This is an optimization exercise on Yosys and OpenROAD, whose aim is small area and a short achievable clock period, not a production implementation.
The RTL was checked by simulation tests, not by an equivalence proof against the original design.
No activity file was given, so power comes from the tool's default toggle rates.

## build 35
Design rvs192_core, start of the top module:
module 	rvs192_core
(
	input 					clk,
							rst_n,
	output	logic	[31:0]	imem_addr,
	input 			[31:0]	imem_rdata,
	input 					imem_stall,
	output	logic	[31:0]	dmem_addr,
							dmem_wdata,
	output	logic	[2:0]	dmem_size,
	output	logic			dmem_read,
							dmem_write,
	input 			[31:0]	dmem_rdata,
	input 					dmem_stall
);
Settings: LEC_CHECK=0, CAP_MARGIN=20, CORE_MARGIN=2, CORE_UTILIZATION=70, PLACE_DENSITY=0.8, SLEW_MARGIN=20; clock period 12.0 ns.
standard.sh (not shown) runs the stock make flow with config.mk's settings and CLKGATE_MAP_FILE= SYNTH_SCRIPT=/design/flow/synth_recipe.tcl, a recipe that flattens the netlist after the stock synthesis.
==> flow/flow/run.sh <==
#!/bin/bash
# Standard layout (the standard.sh: standard synthesis, floorplan, power grid,
# placement, CTS, routing) with these changes:
#  - port buffers are buf_1 cells instead of the default delay buffer;
#  - timing repair aims for setup slack of SETUP_MARGIN ns at the design's
#    clock period, so the repair steps work on the paths that set the achieved
#    period (the constraints themselves are unchanged);
#  - clock tree: clustered sinks, clkbuf_8 sink buffers, no dummy loads.
set -euo pipefail
SETUP_MARGIN=${SETUP_MARGIN:-8.45}
CTS="-sink_clustering_enable -repair_clock_nets -sink_clustering_size 22 -sink_clustering_max_diameter 55"
CTS="$CTS -dont_use_dummy_load -root_buf sky130_fd_sc_hd__clkbuf_16 -sink_clustering_buffer sky130_fd_sc_hd__clkbuf_8"
CTS="$CTS -buf_list {sky130_fd_sc_hd__clkbuf_8 sky130_fd_sc_hd__clkbuf_16}"
bash standard.sh "SETUP_SLACK_MARGIN=${SETUP_MARGIN}" \
  "BUFFER_PORTS_ARGS=-buffer_cell sky130_fd_sc_hd__buf_1" \
  "CTS_ARGS=${CTS}" \
  finish > make_finish.log 2>&1
Build 35 finished every step from synthesis to the final layout, and the layout passed the timing, design-rule and antenna checks.
Setup changes, build 35 to build 81
- CTS_CLUSTER_SIZE newly set to 25
- CORE_UTILIZATION changed from 70 to 75
- CTS_CLUSTER_DIAMETER newly set to 60
- PLACE_DENSITY changed from 0.8 to 0.85
diff --git a/flow/flow/run.sh b/flow/flow/run.sh
--- a/flow/flow/run.sh
+++ b/flow/flow/run.sh
@@ -11 +11 @@
-CTS="-sink_clustering_enable -repair_clock_nets -sink_clustering_size 22 -sink_clustering_max_diameter 55"
+CTS="-sink_clustering_enable -repair_clock_nets -sink_clustering_size 20 -sink_clustering_max_diameter 50"
From build 35 to build 81 the numbers moved as follows: number of placed instances with taps included shrank by 56, total chip power grew by 0.00016 W. Met1 track demand over resource | build 81 above build 35. Clock buffer count from CTS (higher): build 81. Build 35 -> build 81: number of enable-type register cells in the synthesized netlist delta 0, exact match. Number of standard cells in the layout, taps in and fillers out shrinks by a few percent when moving from build 35 to build 81. Against build 35, build 81 comes in 0.38 points lower on non-clock buffer area fraction after layout. Against build 35, build 81 reports a first-pass detailed-route iteration total that is lower. Total number of H-tree levels: higher on build 81. Build 81 -> build 35: number of stages on the worst setup path delta 0, exact match.
Input-level comparison between build 70 and build 81:
- a change of PLACE_DENSITY from 0.85 to 0.8
- a change of CORE_UTILIZATION from 75 to 70
--- outcome ---
The final layout from build 70, which completed every stage, passed the timing, design-rule and antenna checks at the end of the flow.
Build 70 vs build 81, final cell count went up by 2.4%.
Build 70 vs build 81 — sequential share of layout area dropped 0.20 points.
Build 70 ended up with a lower count of TritonRoute iterations in the first routing pass than build 81 did.
Looking at build 70 and build 81, the final area is a wash.
Re count of H-tree levels built during CTS: no difference whatsoever between build 70 and build 81.
Summary of the comparison: final worst hold slack is higher in build 70, relative to build 81.
Build 70 reports a higher worst setup slack than build 81 does.
In build 70, the detailed-route vias per instance came out about 7% below the value in build 81.
For build 78, these inputs were changed with respect to build 70:
- a deleted CTS_CLUSTER_SIZE that had been 25
- a deleted CTS_CLUSTER_DIAMETER that had been 60
- an added ABC_AREA of 1
--- outcome ---
- Build 78 finished every step from synthesis to the final layout, and the layout passed the timing, design-rule and antenna checks.
- Going from build 70 to build 78, total of plain and repair buffers excluding clock buffers now smaller, global-route usage +3.4 points, global routing usage on met1 picked up an extra 4.5 points.
Edits applied to the flow inputs when going from build 78 to build 50:
- putting CTS_CLUSTER_DIAMETER at 60 where nothing was set
- putting CTS_CLUSTER_SIZE at 25 where nothing was set
- clearing ABC_AREA, which used to be 1
diff --git a/flow/flow/run.sh b/flow/flow/run.sh
--- a/flow/flow/run.sh
+++ b/flow/flow/run.sh
@@ -10 +10 @@
-SETUP_MARGIN=${SETUP_MARGIN:-8.45}
+SETUP_MARGIN=${SETUP_MARGIN:-8.52}
@@ -16 +16 @@
-  "CTS_ARGS=${CTS}" \
+  "CTS_ARGS=${CTS}" "SETUP_MOVE_SEQUENCE=sizeup,swap" \
Findings:
Global-route wire length before repair sits lower in build 50 than in build 78. Comparing build 50 and build 78, the higher first-iteration DRC count was measured on build 78. Build 50 has final period demand of the worst path below what build 78 had. Share of total power in combinational logic up 0.2 points in build 50 wrt build 78. Between build 50 and build 78, the global-route usage over all layers is lower for build 50. NOTE routed wire length build 78->build 50 decreased by a little under 10%. Pre-CTS setup slack delta (build 50 − build 78): favourable. Number of hold violations in the final report: build 50 vs build 78 identical. Note that the via count recorded for build 50 amounts to 0.897 times the value seen in build 78. Build 50: no failed stages, no open violations at the end. Build 78 closes out successfully: all stages finished, all timing, DRC and antenna checks passed.
Edits applied to the flow inputs when going from build 50 to build 53:
diff --git a/flow/flow/run.sh b/flow/flow/run.sh
--- a/flow/flow/run.sh
+++ b/flow/flow/run.sh
@@ -10 +10 @@
-SETUP_MARGIN=${SETUP_MARGIN:-8.52}
+SETUP_MARGIN=${SETUP_MARGIN:-8.6}
Notes after the runs:
- Status: register-to-register slack parity (build 50, build 53)
- Compared with build 50, build 53 shows a higher final-layout worst hold slack.
- Looking at startpoint of the worst setup timing path, the A[0]$_SDFF_PN0_ result is from build 50; the rd_f$_DFFE_PN0P_ one comes from build 53.
- Build 50 leaves more setup margin than build 53.
- Against build 50, worst setup skew after layout in build 53 came out worse.
- Against build 50 as the reference, build 53 delivers a lower met2 track demand over resource.

==> separate check: timing with driven ports <==
The results above use ideal ports. As a check the final layouts listed here were re-extracted and re-timed, cells and wires unchanged. Step 1 sets driving cells, clkbuf_16 on the clock port and buf_2 on the other inputs (assumed; they add their load-dependent delay and slew). Step 2 moves the port delays by t, midway between the first and last clock arrival at a register: inputs arrive t later, outputs are due t later. That takes back most of the time a late clock gives input paths. Slacks: ideal / step 1 / step 2; pairs: ideal / step 1.
run	shift t [ns]	setup slack, ns	latest minus earliest clock arrival (ns)	cell pins on the clock port's net
build 35	0.622	8.480 / 8.424 / 8.729	0.070 / 0.070	1
build 81	0.601	8.483 / 8.429 / 8.659	0.082 / 0.082	1
build 70	0.611	8.486 / 8.430 / 8.703	0.061 / 0.061	1
build 78	0.622	8.480 / 8.421 / 8.483	0.056 / 0.056	1
build 50	0.615	8.490 / 8.434 / 8.663	0.070 / 0.070	1
build 53	0.604	8.463 / 8.410 / 8.539	0.082 / 0.082	1
After both steps setup and hold are still met in every run listed.
